Background: an optimization exercise with open tools, aiming at small area and a short achievable clock period. Do not read the settings as production practice. At most, simulation tests tie the RTL to the original design; equivalence was not proved. The clock port is modelled as an ideal driver; clocking choices that lean on that would not hold on a real chip. No activity file was given, so power comes from the tool's default toggle rates.

==> v26 <==
==> flow/design.v (excerpt) <==
module SMC_top (
    input            clk,
    input      [1:0] mode,
    input      [2:0] Vgs0, Vgs1, Vgs2, Vgs3, Vgs4, Vgs5,
    input      [2:0] Vds0, Vds1, Vds2, Vds3, Vds4, Vds5,
    input      [2:0] W0, W1, W2, W3, W4, W5,
    output reg [9:0] out
);
    reg [1:0] r_mode;
    reg [2:0] r_Vgs0, r_Vgs1, r_Vgs2, r_Vgs3, r_Vgs4, r_Vgs5;
    reg [2:0] r_Vds0, r_Vds1, r_Vds2, r_Vds3, r_Vds4, r_Vds5;
    reg [2:0] r_W0, r_W1, r_W2, r_W3, r_W4, r_W5;
    wire [9:0] core_out;
    always @(posedge clk) begin
        r_mode <= mode;
        r_Vgs0 <= Vgs0; r_Vgs1 <= Vgs1; r_Vgs2 <= Vgs2;
        r_Vgs3 <= Vgs3; r_Vgs4 <= Vgs4; r_Vgs5 <= Vgs5;
        r_Vds0 <= Vds0; r_Vds1 <= Vds1; r_Vds2 <= Vds2;
        r_Vds3 <= Vds3; r_Vds4 <= Vds4; r_Vds5 <= Vds5;
        r_W0 <= W0; r_W1 <= W1; r_W2 <= W2;
        r_W3 <= W3; r_W4 <= W4; r_W5 <= W5;
        out <= core_out;
    end
    SMC core (
        .out(core_out), .mode(r_mode),
        .Vgs0(r_Vgs0), .Vgs1(r_Vgs1), .Vgs2(r_Vgs2), .Vgs3(r_Vgs3), .Vgs4(r_Vgs4), .Vgs5(r_Vgs5),
        .Vds0(r_Vds0), .Vds1(r_Vds1), .Vds2(r_Vds2), .Vds3(r_Vds3), .Vds4(r_Vds4), .Vds5(r_Vds5),
        .W0(r_W0), .W1(r_W1), .W2(r_W2), .W3(r_W3), .W4(r_W4), .W5(r_W5)
    );
endmodule
export LEC_CHECK = 0
export ABC_AREA = 1
export CAP_MARGIN = 20
export CORE_MARGIN = 2
export CORE_UTILIZATION = 40
export CTS_BUF_LIST = sky130_fd_sc_hd__clkbuf_8
export SLEW_MARGIN = 20
create_clock -name core_clock -period 30.0 [get_ports {clk}]
standard.sh (not shown) runs the stock make flow with config.mk's settings and CLKGATE_MAP_FILE= SYNTH_SCRIPT=/design/flow/synth_recipe.tcl, a recipe that flattens the netlist after the stock synthesis.
==> flow/flow/run.sh <==
#!/bin/bash
# Own flow: the standard synthesis, then the combinational cells are
# re-mapped by ABC (flip-flops kept as they are, same names and cells); the standard flow's
# standard layout with small port buffers. After clock tree synthesis the
# output registers' clock pins get a short buffer chain of their own, so they
# are clocked a little later than the input registers (skew that helps the
# register-to-register paths; it only lengthens the paths to the outputs).
set -euo pipefail
HERE=$(pwd)
R=$HERE/orfs/results/$FLOW_PLATFORM/SMC_top/base
LIB=$FLOW_HOME/platforms/sky130hd/lib/sky130_fd_sc_hd__tt_025C_1v80.lib
source $HERE/flow/params.sh
bash standard.sh synth > synth_std.log 2>&1
cp $R/1_2_yosys.v $HERE/synth_std.v
DU=$(grep -A40 "DONT_USE_CELLS +=" $FLOW_HOME/platforms/sky130hd/config.mk | grep -o "sky130_fd_sc_hd__[a-z0-9_]*" | sed 's/^/-dont_use /' | tr '\n' ' ')
cat > resynth.ys <<EOT
read_liberty -ignore_miss_func $LIB
blackbox sky130_fd_sc_hd__dfxtp_1
read_verilog $HERE/synth_std.v
hierarchy -top $FLOW_TOP
flatten
opt_clean
abc -script $HERE/flow/resynth.abc -liberty $LIB $DU -D $ABC_D
opt_clean -purge
hilomap -singleton -hicell sky130_fd_sc_hd__conb_1 HI -locell sky130_fd_sc_hd__conb_1 LO
stat -liberty $LIB
write_verilog -noattr -nohex -nodec $HERE/synth_re.v
EOT
yosys -s resynth.ys > resynth.log 2>&1
cp $HERE/synth_re.v $R/1_2_yosys.v
rm -f $R/1_synth.odb $R/1_synth.sdc
bash standard.sh "BUFFER_PORTS_ARGS=$PORT_BUF_ARGS" ${CTS_ARGS:+"CTS_ARGS=$CTS_ARGS"} $EXTRA_MAKE cts > layout_cts.log 2>&1
if [[ -n "$SKEW_CELLS" ]]; then
  # SKEW_CELLS: candidate chains separated by ';'. Each is tried on the placed
  # design; the one that leaves the largest worst setup slack (with no hold
  # violation) is kept.
  cp $R/4_cts.odb $HERE/4_cts_noskew.odb
  best=""; best_ws=-1000; i=0
  IFS=';' read -ra CANDS <<< "$SKEW_CELLS"
  for chain in "${CANDS[@]}"; do
    i=$((i+1))
    cp $HERE/4_cts_noskew.odb $R/4_cts.odb
    R=$R LIB=$LIB SKEW_CELLS="$chain" HOLD_FIX="${HOLD_FIX:-}" RR_DERATE=${RR_DERATE:-0} ROOT_REGS="${ROOT_REGS:-}" SKEW_WRITE=0 openroad -no_init -exit $HERE/flow/skew.tcl > skew_try$i.log 2>&1 || true
    res=$(grep '^RESULT' skew_try$i.log | tail -1 || true)
    ws=$(echo "$res" | awk '{print $2}'); wh=$(echo "$res" | awk '{print $3}')
    echo "candidate $i {$chain}: $res" >> skew_choice.log
    if [[ -n "$ws" ]] && awk -v ws="$ws" -v wh="$wh" -v b="$best_ws" 'BEGIN { exit !(wh >= 0 && ws > b) }'; then
      best="$chain"; best_ws=$ws
    fi
  done
  echo "chosen {$best}" >> skew_choice.log
  cp $HERE/4_cts_noskew.odb $R/4_cts.odb
  if [[ -n "$best" ]]; then
    R=$R LIB=$LIB SKEW_CELLS="$best" HOLD_FIX="${HOLD_FIX:-}" RR_DERATE=${RR_DERATE:-0} ROOT_REGS="${ROOT_REGS:-}" SKEW_WRITE=1 openroad -no_init -exit $HERE/flow/skew.tcl > skew.log 2>&1
  fi
fi
bash standard.sh "BUFFER_PORTS_ARGS=$PORT_BUF_ARGS" ${CTS_ARGS:+"CTS_ARGS=$CTS_ARGS"} $EXTRA_MAKE finish > layout.log 2>&1
==> flow/flow/params.sh <==
ABC_D=6500
PORT_BUF_ARGS="-buffer_cell sky130_fd_sc_hd__buf_1"
EXTRA_MAKE=""
SKEW_CELLS="sky130_fd_sc_hd__clkdlybuf4s50_1 sky130_fd_sc_hd__clkbuf_8;sky130_fd_sc_hd__clkdlybuf4s50_1 sky130_fd_sc_hd__clkdlybuf4s15_1 sky130_fd_sc_hd__clkbuf_8;sky130_fd_sc_hd__clkdlybuf4s50_1 sky130_fd_sc_hd__clkdlybuf4s25_1 sky130_fd_sc_hd__clkbuf_8;sky130_fd_sc_hd__clkdlybuf4s50_1 sky130_fd_sc_hd__clkdlybuf4s50_1 sky130_fd_sc_hd__clkbuf_8;sky130_fd_sc_hd__clkdlybuf4s50_1 sky130_fd_sc_hd__clkdlybuf4s50_1 sky130_fd_sc_hd__clkdlybuf4s25_1 sky130_fd_sc_hd__clkbuf_8"
HOLD_FIX="sky130_fd_sc_hd__dlygate4sd3_1 0.15 1.5"
RR_DERATE=0.4
CTS_ARGS="-sink_clustering_enable -repair_clock_nets -dont_use_dummy_load -buf_list sky130_fd_sc_hd__clkbuf_8"
==> flow/flow/resynth.abc <==
strash; dch; map -D 6500; topo; buffer -p; upsize -D 6500; dnsize -D 6500
Other scripts of this flow, unchanged in this note and not shown: flow/flow/skew.tcl
==> v18: changes against v26 <==
--- a/flow/flow/run.sh
+++ b/flow/flow/run.sh
@@ -29,7 +29,7 @@
 yosys -s resynth.ys > resynth.log 2>&1
 cp $HERE/synth_re.v $R/1_2_yosys.v
 rm -f $R/1_synth.odb $R/1_synth.sdc
-bash standard.sh "BUFFER_PORTS_ARGS=$PORT_BUF_ARGS" ${CTS_ARGS:+"CTS_ARGS=$CTS_ARGS"} $EXTRA_MAKE cts > layout_cts.log 2>&1
+bash standard.sh "BUFFER_PORTS_ARGS=$PORT_BUF_ARGS" $EXTRA_MAKE cts > layout_cts.log 2>&1
 if [[ -n "$SKEW_CELLS" ]]; then
   # SKEW_CELLS: candidate chains separated by ';'. Each is tried on the placed
   # design; the one that leaves the largest worst setup slack (with no hold
@@ -54,4 +54,4 @@
     R=$R LIB=$LIB SKEW_CELLS="$best" HOLD_FIX="${HOLD_FIX:-}" RR_DERATE=${RR_DERATE:-0} ROOT_REGS="${ROOT_REGS:-}" SKEW_WRITE=1 openroad -no_init -exit $HERE/flow/skew.tcl > skew.log 2>&1
   fi
 fi
-bash standard.sh "BUFFER_PORTS_ARGS=$PORT_BUF_ARGS" ${CTS_ARGS:+"CTS_ARGS=$CTS_ARGS"} $EXTRA_MAKE finish > layout.log 2>&1
+bash standard.sh "BUFFER_PORTS_ARGS=$PORT_BUF_ARGS" $EXTRA_MAKE finish > layout.log 2>&1
==> flow/flow/params.sh (replaced) <==
ABC_D=6000
PORT_BUF_ARGS="-buffer_cell sky130_fd_sc_hd__buf_1"
EXTRA_MAKE=""
SKEW_CELLS="sky130_fd_sc_hd__clkdlybuf4s50_1 sky130_fd_sc_hd__clkbuf_8;sky130_fd_sc_hd__clkdlybuf4s50_1 sky130_fd_sc_hd__clkdlybuf4s15_1 sky130_fd_sc_hd__clkbuf_8;sky130_fd_sc_hd__clkdlybuf4s50_1 sky130_fd_sc_hd__clkdlybuf4s25_1 sky130_fd_sc_hd__clkbuf_8;sky130_fd_sc_hd__clkdlybuf4s50_1 sky130_fd_sc_hd__clkdlybuf4s50_1 sky130_fd_sc_hd__clkbuf_8;sky130_fd_sc_hd__clkdlybuf4s50_1 sky130_fd_sc_hd__clkdlybuf4s50_1 sky130_fd_sc_hd__clkdlybuf4s25_1 sky130_fd_sc_hd__clkbuf_8"
HOLD_FIX="sky130_fd_sc_hd__dlygate4sd3_1 0.15 1.5"
RR_DERATE=0.4
==> flow/flow/resynth.abc (replaced) <==
strash; dch; map -D 6000; topo; buffer -p; upsize -D 6000; dnsize -D 6000
==> reports/metrics.yaml <==
status: "complete, no violations"
nNetsFinal: 1622
gp_congestion: 1.01
final_area_um2: 9370
ir_drop_v: 0.000111
reg2reg_setup_slack_ns: 21.96
switchingPower_uw: 669
final_core_util_pct: 44.6
drt_iter0_drc: 893
drive_gt1_share_pct: 5.89
bufAreaShareNonClock_pct: 3.12
pg_clk_uw: 72.3
antenna_found_initial: 1
dp_slack_ns: 20.71
syn_area_um2: 8590
syn_avg_cell_area_um2: 5.79
met1_usage_pct: 30.5
setup.worst_path.end: "out[9]"
# the run above: v26

==> reports/metrics.yaml <==
syn_area_um2: 9070
ir_drop_v: 0.0000967
setup.worst_path.end: "out[8]"
status: "complete, no violations"
met1_usage_pct: 31.5
syn_avg_cell_area_um2: 5.98
drt_iter0_drc: 1043
nNetsFinal: 1650
reg2reg_setup_slack_ns: 22.35
# the run above: v18


========
==> inputs of v9 <==
SMC_top, a different RTL version from the one above (not shown whole).
Settings: LEC_CHECK=0, ABC_AREA=1, CAP_MARGIN=20, CORE_MARGIN=2, CORE_UTILIZATION=40, SLEW_MARGIN=20; clock period 30.0 ns.
run.sh (not shown) runs the stock make flow with config.mk's settings and CLKGATE_MAP_FILE= SYNTH_SCRIPT=/design/flow/synth_recipe.tcl, a recipe that flattens the netlist after the stock synthesis.
Stock flow here: none of the scripts above is used.
==> v2 (differences from v9) <==
==> flow/flow/run.sh (new file) <==
#!/bin/bash
# Own flow: the standard synthesis, then the combinational cells are
# re-mapped by ABC (flip-flops kept as they are, same names and cells), then
# the standard layout from floorplan to finish, with small port buffers.
set -euo pipefail
HERE=$(pwd)
R=$HERE/orfs/results/$FLOW_PLATFORM/SMC_top/base
LIB=$FLOW_HOME/platforms/sky130hd/lib/sky130_fd_sc_hd__tt_025C_1v80.lib
source $HERE/flow/params.sh
bash standard.sh synth > synth_std.log 2>&1
cp $R/1_2_yosys.v $HERE/synth_std.v
DU=$(grep -A40 "DONT_USE_CELLS +=" $FLOW_HOME/platforms/sky130hd/config.mk | grep -o "sky130_fd_sc_hd__[a-z0-9_]*" | sed 's/^/-dont_use /' | tr '\n' ' ')
cat > resynth.ys <<EOT
read_liberty -ignore_miss_func $LIB
blackbox sky130_fd_sc_hd__dfxtp_1
read_verilog $HERE/synth_std.v
hierarchy -top $FLOW_TOP
flatten
opt_clean
abc -script $HERE/flow/resynth.abc -liberty $LIB $DU -D $ABC_D
opt_clean -purge
hilomap -singleton -hicell sky130_fd_sc_hd__conb_1 HI -locell sky130_fd_sc_hd__conb_1 LO
stat -liberty $LIB
write_verilog -noattr -nohex -nodec $HERE/synth_re.v
EOT
yosys -s resynth.ys > resynth.log 2>&1
cp $HERE/synth_re.v $R/1_2_yosys.v
rm -f $R/1_synth.odb $R/1_synth.sdc
bash standard.sh "BUFFER_PORTS_ARGS=$PORT_BUF_ARGS" $EXTRA_MAKE finish > layout.log 2>&1
==> flow/flow/params.sh (new file) <==
ABC_D=6000
PORT_BUF_ARGS="-buffer_cell sky130_fd_sc_hd__buf_1"
EXTRA_MAKE="SETUP_SLACK_MARGIN=23"
==> flow/flow/resynth.abc (new file) <==
strash; dch; map -D 6000; topo; buffer -p; upsize -D 6000; dnsize -D 6000
==> flow/standard.sh (new file) <==
#!/bin/bash
# synth_recipe.tcl (not shown) runs the flow's synth.tcl, then flattens the netlist and writes it again
# the make line also repeats each setting of config.mk as NAME=value (left out here)
make -C /OpenROAD-flow-scripts/flow DESIGN_CONFIG=/design/flow/config.mk WORK_HOME=/design/flow/orfs CLKGATE_MAP_FILE= SYNTH_SCRIPT=/design/flow/synth_recipe.tcl "${@:-finish}"
Settings changed: CTS_BUF_LIST set to sky130_fd_sc_hd__clkbuf_8.
removed: flow/run.sh
==> v25 (differences from v9) <==
==> flow/flow/run.sh (new file) <==
#!/bin/bash
# Own flow: the standard synthesis, then the combinational cells are
# re-mapped by ABC (flip-flops kept as they are, same names and cells), then
# the standard layout from floorplan to finish, with small port buffers.
set -euo pipefail
HERE=$(pwd)
R=$HERE/orfs/results/$FLOW_PLATFORM/SMC_top/base
LIB=$FLOW_HOME/platforms/sky130hd/lib/sky130_fd_sc_hd__tt_025C_1v80.lib
source $HERE/flow/params.sh
bash standard.sh synth > synth_std.log 2>&1
cp $R/1_2_yosys.v $HERE/synth_std.v
DU=$(grep -A40 "DONT_USE_CELLS +=" $FLOW_HOME/platforms/sky130hd/config.mk | grep -o "sky130_fd_sc_hd__[a-z0-9_]*" | sed 's/^/-dont_use /' | tr '\n' ' ')
cat > resynth.ys <<EOT
read_liberty -ignore_miss_func $LIB
blackbox sky130_fd_sc_hd__dfxtp_1
read_verilog $HERE/synth_std.v
hierarchy -top $FLOW_TOP
flatten
opt_clean
abc -script $HERE/flow/resynth.abc -liberty $LIB $DU -D $ABC_D
opt_clean -purge
hilomap -singleton -hicell sky130_fd_sc_hd__conb_1 HI -locell sky130_fd_sc_hd__conb_1 LO
stat -liberty $LIB
write_verilog -noattr -nohex -nodec $HERE/synth_re.v
EOT
yosys -s resynth.ys > resynth.log 2>&1
cp $HERE/synth_re.v $R/1_2_yosys.v
rm -f $R/1_synth.odb $R/1_synth.sdc
bash standard.sh "BUFFER_PORTS_ARGS=$PORT_BUF_ARGS" $EXTRA_MAKE finish > layout.log 2>&1
==> flow/flow/params.sh (new file) <==
ABC_D=6000
PORT_BUF_ARGS="-buffer_cell sky130_fd_sc_hd__buf_1"
EXTRA_MAKE="SETUP_SLACK_MARGIN=21"
==> flow/flow/resynth.abc (new file) <==
strash; dch; map -D 6000; topo; buffer -p; upsize -D 6000; dnsize -D 6000
==> flow/standard.sh (new file) <==
#!/bin/bash
# synth_recipe.tcl (not shown) runs the flow's synth.tcl, then flattens the netlist and writes it again
# the make line also repeats each setting of config.mk as NAME=value (left out here)
make -C /OpenROAD-flow-scripts/flow DESIGN_CONFIG=/design/flow/config.mk WORK_HOME=/design/flow/orfs CLKGATE_MAP_FILE= SYNTH_SCRIPT=/design/flow/synth_recipe.tcl "${@:-finish}"
Settings changed: CTS_BUF_LIST set to sky130_fd_sc_hd__clkbuf_8.
removed: flow/run.sh
==> notes <==
v2 passed the timing, design-rule and antenna checks. v9 produced a clean layout. v25 finished with timing, DRC and antenna clean. Fmax: v9 < v25 < v2. Sequential cell count is the same in v25 and v9. Power, highest first: v2, v9, v25. Cell count: v25 < v9 < v2. In v2 the via count is larger than in v9, by 6.3%. First-iteration DRC count, lowest first: v25, v9, v2. The highest clock power belongs to v9, the lowest to v25.
No run of this note included a check of the RTL's function; only the layout flow was run.

## what the ideal ports hide
Ports are ideal in the flow. The routed layouts listed here were re-timed in OpenROAD.
Step 1 sets driving cells, clkbuf_16 on the clock port and buf_2 on the other inputs (assumed; they add their load-dependent delay and slew).
Step 2, shift: input delay + t, output delay - t, t = (earliest + latest rising clock arrival at the registers) / 2. This alone moves slack from input paths to output paths.
Slacks: ideal ports / drivers / drivers and shift; pairs: ideal ports / drivers.
run | t (ns) | setup WS [ns] | clock arrival spread, ns | worst register clock-pin slew, ns
v26 | 1.088 | 21.769 / 21.730 / 21.965 | 1.410 / 1.410 | 0.09 / 0.09
v18 | 1.004 | 21.970 / 21.927 / 22.346 | 1.193 / 1.193 | 0.09 / 0.09
v9 | 0.402 | 19.909 / 19.909 / 19.909 | 0.009 / 0.009 | 0.07 / 0.07
v2 | 0.413 | 22.783 / 22.783 / 22.783 | 0.018 / 0.018 | 0.09 / 0.09
v25 | 0.406 | 21.850 / 21.850 / 21.850 | 0.025 / 0.025 | 0.10 / 0.10
In v26 and v18 the clock reaches the registers at very different times; t lies between them, and the last value is a rough guide only.
